Source: an optimization exercise on an open RTL-to-GDS flow (aim: small area, a short achievable clock period and few clock cycles per item). Production flows keep margins and buffers that such runs may drop.
At most, simulation tests tie the RTL to the original design; equivalence was not proved.

==> module SQRT, before the edit <==
module SQRT(
	CLK, RST,
	START,
	DATA_IN,
	DATA_OUT,
	DONE
);
input			CLK, RST;
input			START;
input [15:0]	DATA_IN;
output [15:0]	DATA_OUT;
output			DONE;
reg			done_r;		 
reg			init_r;		 
reg [2:0]	iter;		 
reg			first;		 
reg [1:0]	nib;		 
reg [15:0]	X;			 
reg [15:0]	G;			 
reg [11:0]	A;			 
reg [7:0]	R;			 
function [8:0] DSTEP;
	input [7:0] r;
	input       b;
	input [7:0] d;
	reg   [7:0] t, g, p, gn, pn;
	reg         q;
	integer     i, k;
	begin
		t = {r[6:0], b};
		for (i = 0; i < 8; i = i + 1) begin
			g[i] = ~t[i] & d[i];
			p[i] = ~(t[i] ^ d[i]);
		end
		for (k = 1; k < 8; k = k * 2) begin
			gn = g; pn = p;
			for (i = k; i < 8; i = i + 1) begin
				gn[i] = g[i] | (p[i] & g[i-k]);
				pn[i] = p[i] & p[i-k];
			end
			g = gn; p = pn;
		end
		q = r[7] | ~g[7];
		DSTEP[8] = q;
		DSTEP[0] = q ? (t[0] ^ d[0]) : t[0];
		for (i = 1; i < 8; i = i + 1)
			DSTEP[i] = q ? (t[i] ^ d[i] ^ g[i-1]) : t[i];
	end
endfunction
wire [7:0]	gi    = G[15:8];
wire		last  = (nib == 2'd3);
reg [3:0]	xb;
always @(*) begin
	case (nib)
	2'd0: xb = X[15:12];
	2'd1: xb = X[11:8];
	2'd2: xb = X[7:4];
	default: xb = X[3:0];
	endcase
end
wire [7:0]	r0 = first ? (nib[0] ? {4'b0000, X[15:12]} : 8'd0) : R;
wire [8:0]	s3 = DSTEP(r0,       xb[3], gi);
wire [8:0]	s2 = DSTEP(s3[7:0],  xb[2], gi);
wire [8:0]	s1 = DSTEP(s2[7:0],  xb[1], gi);
wire [8:0]	s0 = DSTEP(s1[7:0],  xb[0], gi);
wire [3:0]	qn = {s3[8], s2[8], s1[8], s0[8]};
reg [3:0]	gb;
always @(*) begin
	case (nib)
	2'd0: gb = G[15:12];
	2'd1: gb = G[11:8];
	2'd2: gb = G[7:4];
	default: gb = G[3:0];
	endcase
end
wire [11:0]	ain = first ? {8'd0, nib[0] ? G[15:12] : 4'd0} : A;
wire [11:0]	hi0 = ain;
wire [11:0]	hi1 = ain + 12'd1;
wire [4:0]	lo  = {1'b0, gb} + {1'b0, qn};
wire [15:0]	sum = {lo[4] ? hi1 : hi0, lo[3:0]};
function SKIPS;
	input [11:0] h;		 
	input [3:0]  xt;	 
	begin
		SKIPS = (|h[11:9]) | (xt < h[8:5]);
	end
endfunction
wire		sk0 = SKIPS(hi0, X[15:12]);
wire		sk1 = SKIPS(hi1, X[15:12]);
wire		skn = lo[4] ? sk1 : sk0;
wire [15:0]	ea  = {X[15:4], 4'b0000};
wire [15:0]	eb  = ~{3'b000, X[15:4], 1'b0};
wire [15:0]	ek  = 16'h0038;
wire [15:0]	ex  = ea ^ eb ^ ek;
wire [15:0]	ec  = (ea & eb) | (ek & (ea ^ eb));
wire [15:0]	ey  = {ec[14:0], 1'b1};
reg  [15:0]	g0;
reg  [16:0]	gc;
integer		j;
always @(*) begin
	gc[0] = 1'b0;
	for (j = 0; j < 16; j = j + 1) begin
		g0[j]   = ex[j] ^ ey[j] ^ gc[j];
		gc[j+1] = (ex[j] & ey[j]) | (gc[j] & (ex[j] ^ ey[j]));
	end
end
wire		take = done_r & START;
wire		sk_in = |X[15:8] | (&X[7:4]);
always @(posedge CLK or posedge RST) begin
	if (RST)
		init_r <= 1'b0;
	else
		init_r <= take;
end
always @(posedge CLK or posedge RST) begin
	if (RST)
		done_r <= 1'b1;
	else if (done_r)
		done_r <= ~START;
	else if (!init_r && last && iter == 3'd4)
		done_r <= 1'b1;
end
always @(posedge CLK) begin
	R   <= s0[7:0];
	A   <= sum[11:0];
end
always @(posedge CLK) begin
	if (take)
		X     <= DATA_IN;
	if (init_r) begin
		G     <= g0;
		iter  <= 3'd0;
		first <= 1'b1;
		nib   <= {1'b0, sk_in};
	end else if (!done_r) begin
		if (last) begin
			G     <= {1'b0, sum[15:1]};
			iter  <= iter + 3'd1;
			first <= 1'b1;
			nib   <= {1'b0, skn};
		end else begin
			first <= 1'b0;
			nib   <= nib + 2'd1;
		end
	end
end
assign DONE     = done_r;
assign DATA_OUT = G;
endmodule
==> flow/config.mk <==
export PLATFORM = sky130hd
export DESIGN_NAME = SQRT
export DESIGN_NICKNAME = SQRT
export VERILOG_FILES = /design/flow/design.v
export SDC_FILE = /design/flow/constraint.sdc
export NUM_CORES = 4
export LEC_CHECK = 0
export ABC_AREA = 1
export CAP_MARGIN = 20
export CORE_MARGIN = 2
export CORE_UTILIZATION = 40
export CTS_BUF_LIST = sky130_fd_sc_hd__clkbuf_4
export SLEW_MARGIN = 20
==> flow/constraint.sdc <==
create_clock -name core_clock -period 34.0 [get_ports {CLK}]
set_input_delay 6.8000 -clock core_clock [delete_from_list [all_inputs] [get_ports {CLK}]]
set_output_delay 6.8000 -clock core_clock [all_outputs]
set_load 0.01 [all_outputs]
standard.sh (not shown) runs the stock make flow with config.mk's settings and CLKGATE_MAP_FILE= SYNTH_SCRIPT=/design/flow/synth_recipe.tcl, a recipe that flattens the netlist after the stock synthesis.
==> flow/flow/run.sh <==
#!/bin/bash
set -euo pipefail
bash standard.sh SETUP_SLACK_MARGIN=25.5 "BUFFER_PORTS_ARGS=-buffer_cell sky130_fd_sc_hd__buf_2" finish > make_finish.log 2>&1
Rerun with:
--- a/flow/design.v
+++ b/flow/design.v
@@ -21,32 +21,17 @@
 reg [7:0]	R;			 
 function [8:0] DSTEP;
 	input [7:0] r;
 	input       b;
 	input [7:0] d;
-	reg   [7:0] t, g, p, gn, pn;
-	reg         q;
-	integer     i, k;
+	reg   [9:0] t;
 	begin
-		t = {r[6:0], b};
-		for (i = 0; i < 8; i = i + 1) begin
-			g[i] = ~t[i] & d[i];
-			p[i] = ~(t[i] ^ d[i]);
-		end
-		for (k = 1; k < 8; k = k * 2) begin
-			gn = g; pn = p;
-			for (i = k; i < 8; i = i + 1) begin
-				gn[i] = g[i] | (p[i] & g[i-k]);
-				pn[i] = p[i] & p[i-k];
-			end
-			g = gn; p = pn;
-		end
-		q = r[7] | ~g[7];
-		DSTEP[8] = q;
-		DSTEP[0] = q ? (t[0] ^ d[0]) : t[0];
-		for (i = 1; i < 8; i = i + 1)
-			DSTEP[i] = q ? (t[i] ^ d[i] ^ g[i-1]) : t[i];
+		t = {1'b0, r, b} - {2'b00, d};
+		if (t[9])
+			DSTEP = {1'b0, r[6:0], b};
+		else
+			DSTEP = {1'b1, t[7:0]};
 	end
 endfunction
 wire [7:0]	gi    = G[15:8];
 wire		last  = (nib == 2'd3);
 reg [3:0]	xb;
@@ -72,24 +57,20 @@
 	2'd2: gb = G[7:4];
 	default: gb = G[3:0];
 	endcase
 end
 wire [11:0]	ain = first ? {8'd0, nib[0] ? G[15:12] : 4'd0} : A;
-wire [11:0]	hi0 = ain;
-wire [11:0]	hi1 = ain + 12'd1;
 wire [4:0]	lo  = {1'b0, gb} + {1'b0, qn};
-wire [15:0]	sum = {lo[4] ? hi1 : hi0, lo[3:0]};
+wire [15:0]	sum = {ain + {11'd0, lo[4]}, lo[3:0]};
 function SKIPS;
 	input [11:0] h;		 
 	input [3:0]  xt;	 
 	begin
 		SKIPS = (|h[11:9]) | (xt < h[8:5]);
 	end
 endfunction
-wire		sk0 = SKIPS(hi0, X[15:12]);
-wire		sk1 = SKIPS(hi1, X[15:12]);
-wire		skn = lo[4] ? sk1 : sk0;
+wire		skn = SKIPS(sum[15:4], X[15:12]);
 wire [15:0]	ea  = {X[15:4], 4'b0000};
 wire [15:0]	eb  = ~{3'b000, X[15:4], 1'b0};
 wire [15:0]	ek  = 16'h0038;
 wire [15:0]	ex  = ea ^ eb ^ ek;
 wire [15:0]	ec  = (ea & eb) | (ek & (ea ^ eb));
=> Global-route usage came out lower by 0.32 points. Cell count came out lower by 12%. Die area came out lower by 9.3%. Via count came out lower by 10%. Wire length came out lower by 10%. Worst setup slack improved by 140 ps.
Function was not checked in any run of this note: the RTL went through the layout flow alone.

---

The RTL this note starts from:
==> flow/design.v <==
module SQRT(
	CLK, RST,
	START,
	DATA_IN,
	DATA_OUT,
	DONE
);
input			CLK, RST;
input			START;
input [15:0]	DATA_IN;
output [15:0]	DATA_OUT;
output			DONE;
reg			done_r;		 
reg [2:0]	iter;		 
reg			first;		 
reg [1:0]	nib;		 
reg [15:0]	X;			 
reg [15:0]	G;			 
reg [11:0]	Q;			 
reg [7:0]	R;			 
function [8:0] DSTEP;
	input [7:0] r;
	input       b;
	input [7:0] d;
	reg   [7:0] t, g, p, gn, pn;
	reg         q;
	integer     i, k;
	begin
		t = {r[6:0], b};
		for (i = 0; i < 8; i = i + 1) begin
			g[i] = ~t[i] & d[i];
			p[i] = ~(t[i] ^ d[i]);
		end
		for (k = 1; k < 8; k = k * 2) begin
			gn = g; pn = p;
			for (i = k; i < 8; i = i + 1) begin
				gn[i] = g[i] | (p[i] & g[i-k]);
				pn[i] = p[i] & p[i-k];
			end
			g = gn; p = pn;
		end
		q = r[7] | ~g[7];
		DSTEP[8] = q;
		DSTEP[0] = q ? (t[0] ^ d[0]) : t[0];
		for (i = 1; i < 8; i = i + 1)
			DSTEP[i] = q ? (t[i] ^ d[i] ^ g[i-1]) : t[i];
	end
endfunction
wire [7:0]	gi    = G[15:8];
wire		last  = (nib == 2'd3);
reg [3:0]	xb;
always @(*) begin
	case (nib)
	2'd0: xb = X[15:12];
	2'd1: xb = X[11:8];
	2'd2: xb = X[7:4];
	default: xb = X[3:0];
	endcase
end
wire [7:0]	r0 = first ? (nib[0] ? {4'b0000, X[15:12]} : 8'd0) : R;
wire [8:0]	s3 = DSTEP(r0,       xb[3], gi);
wire [8:0]	s2 = DSTEP(s3[7:0],  xb[2], gi);
wire [8:0]	s1 = DSTEP(s2[7:0],  xb[1], gi);
wire [8:0]	s0 = DSTEP(s1[7:0],  xb[0], gi);
wire [3:0]	qn = {s3[8], s2[8], s1[8], s0[8]};
wire [11:0]	hi0 = G[15:4] + Q;
wire [11:0]	hi1 = G[15:4] + Q + 12'd1;
wire [4:0]	lo  = {1'b0, G[3:0]} + {1'b0, qn};
wire [15:0]	sum = {lo[4] ? hi1 : hi0, lo[3:0]};
function SKIPS;
	input [11:0] h;		 
	input [3:0]  xt;	 
	begin
		SKIPS = (|h[11:9]) | (xt < h[8:5]);
	end
endfunction
wire		sk0 = SKIPS(hi0, X[15:12]);
wire		sk1 = SKIPS(hi1, X[15:12]);
wire		skn = lo[4] ? sk1 : sk0;
wire [15:0]	ea  = {DATA_IN[15:4], 4'b0000};
wire [15:0]	eb  = ~{3'b000, DATA_IN[15:4], 1'b0};
wire [15:0]	ek  = 16'h0038;
wire [15:0]	ex  = ea ^ eb ^ ek;
wire [15:0]	ec  = (ea & eb) | (ek & (ea ^ eb));
wire [15:0]	g0  = ex + {ec[14:0], 1'b1};
wire		take = done_r & START;
wire		sk_in = |DATA_IN[15:8] | (&DATA_IN[7:4]);
always @(posedge CLK or posedge RST) begin
	if (RST)
		done_r <= 1'b1;
	else if (done_r)
		done_r <= ~START;
	else if (last && iter == 3'd4)
		done_r <= 1'b1;
end
always @(posedge CLK) begin
	R   <= s0[7:0];
	Q   <= first ? {8'd0, qn} : {Q[7:0], qn};
end
always @(posedge CLK) begin
	if (take) begin
		X     <= DATA_IN;
		G     <= g0;
		iter  <= 3'd0;
		first <= 1'b1;
		nib   <= {1'b0, sk_in};
	end else if (!done_r) begin
		if (last) begin
			G     <= {1'b0, sum[15:1]};
			iter  <= iter + 3'd1;
			first <= 1'b1;
			nib   <= {1'b0, skn};
		end else begin
			first <= 1'b0;
			nib   <= nib + 2'd1;
		end
	end
end
assign DONE     = done_r;
assign DATA_OUT = G;
endmodule
Settings: LEC_CHECK=0, ABC_AREA=1, CAP_MARGIN=20, CORE_MARGIN=2, CORE_UTILIZATION=40, SLEW_MARGIN=20; clock period 34.0 ns.
==> flow/flow/run.sh <==
#!/bin/bash
# Standard layout, with repair_timing aiming for 25 ns of setup slack
# (the clock period and constraints are the design's own).
set -euo pipefail
bash standard.sh SETUP_SLACK_MARGIN=25 finish > make_finish.log 2>&1
The first run ran to the end with no violations.
==> next run, changes <==
--- a/flow/design.v
+++ b/flow/design.v
@@ -15,9 +15,9 @@
 reg			first;		 
 reg [1:0]	nib;		 
 reg [15:0]	X;			 
 reg [15:0]	G;			 
-reg [11:0]	Q;			 
+reg [11:0]	A;			 
 reg [7:0]	R;			 
 function [8:0] DSTEP;
 	input [7:0] r;
 	input       b;
@@ -62,11 +62,21 @@
 wire [8:0]	s2 = DSTEP(s3[7:0],  xb[2], gi);
 wire [8:0]	s1 = DSTEP(s2[7:0],  xb[1], gi);
 wire [8:0]	s0 = DSTEP(s1[7:0],  xb[0], gi);
 wire [3:0]	qn = {s3[8], s2[8], s1[8], s0[8]};
-wire [11:0]	hi0 = G[15:4] + Q;
-wire [11:0]	hi1 = G[15:4] + Q + 12'd1;
-wire [4:0]	lo  = {1'b0, G[3:0]} + {1'b0, qn};
+reg [3:0]	gb;
+always @(*) begin
+	case (nib)
+	2'd0: gb = G[15:12];
+	2'd1: gb = G[11:8];
+	2'd2: gb = G[7:4];
+	default: gb = G[3:0];
+	endcase
+end
+wire [11:0]	ain = first ? {8'd0, nib[0] ? G[15:12] : 4'd0} : A;
+wire [11:0]	hi0 = ain;
+wire [11:0]	hi1 = ain + 12'd1;
+wire [4:0]	lo  = {1'b0, gb} + {1'b0, qn};
 wire [15:0]	sum = {lo[4] ? hi1 : hi0, lo[3:0]};
 function SKIPS;
 	input [11:0] h;		 
 	input [3:0]  xt;	 
@@ -94,9 +104,9 @@
 		done_r <= 1'b1;
 end
 always @(posedge CLK) begin
 	R   <= s0[7:0];
-	Q   <= first ? {8'd0, qn} : {Q[7:0], qn};
+	A   <= sum[11:0];
 end
 always @(posedge CLK) begin
 	if (take) begin
 		X     <= DATA_IN;
After rerunning: The new run went through all stages and came out clean. Final area fell by 0.63%. Final cell count stays flat. Clock-buffer cell count stays the same. Die area is lower by 0.87%. Routed wire length grows by 9.0%. Setup slack improves by 42 ps. Utilization climbs by 1.0 points. Flip-flop and latch count stays the same.
Testbench counts after the change, summed over its fixed seeds: cycles 32,821, items 2,048.
Function not checked in the first run of this note: the RTL went through the layout flow alone.

## re-timing with driven ports
The flow's constraints put no driver on any port. The routed layouts listed below were extracted and timed again, unchanged, in two steps.
Step 1 (the two cells are an assumption about what drives the block):
set clk [get_ports {CLK}]
set_driving_cell -lib_cell sky130_fd_sc_hd__clkbuf_16 $clk
set_driving_cell -lib_cell sky130_fd_sc_hd__buf_2 [delete_from_list [all_inputs] $clk]
Step 2 adds t to the input delays and takes it off the output delays; t is the mean of the earliest and latest rising clock arrival at the registers after step 1. Input paths then give back, and output paths get back, about the clock's delay inside the block.
Three values: no drivers, after step 1, after step 2; two values: the first two.
run	t (ns)	setup slack, ns	slew at the worst register clock pin (ns)	worst slew at a driven data input, ns
the first run of note 1	0.433	25.782 / 25.755 / 25.965	0.11 / 0.11	0.03
the second run of note 1	0.443	25.925 / 25.925 / 25.925	0.11 / 0.11	0.03
the first run of note 2	0.363	25.142 / 25.157 / 24.794	0.06 / 0.06	0.04
the second run of note 2	0.363	25.184 / 25.196 / 24.833	0.06 / 0.06	0.03
After both steps every run listed still meets setup and hold. The setup slack of the second run of note 2, which loses most, moves by +0.012 ns with the drivers and by -0.351 ns with both steps.
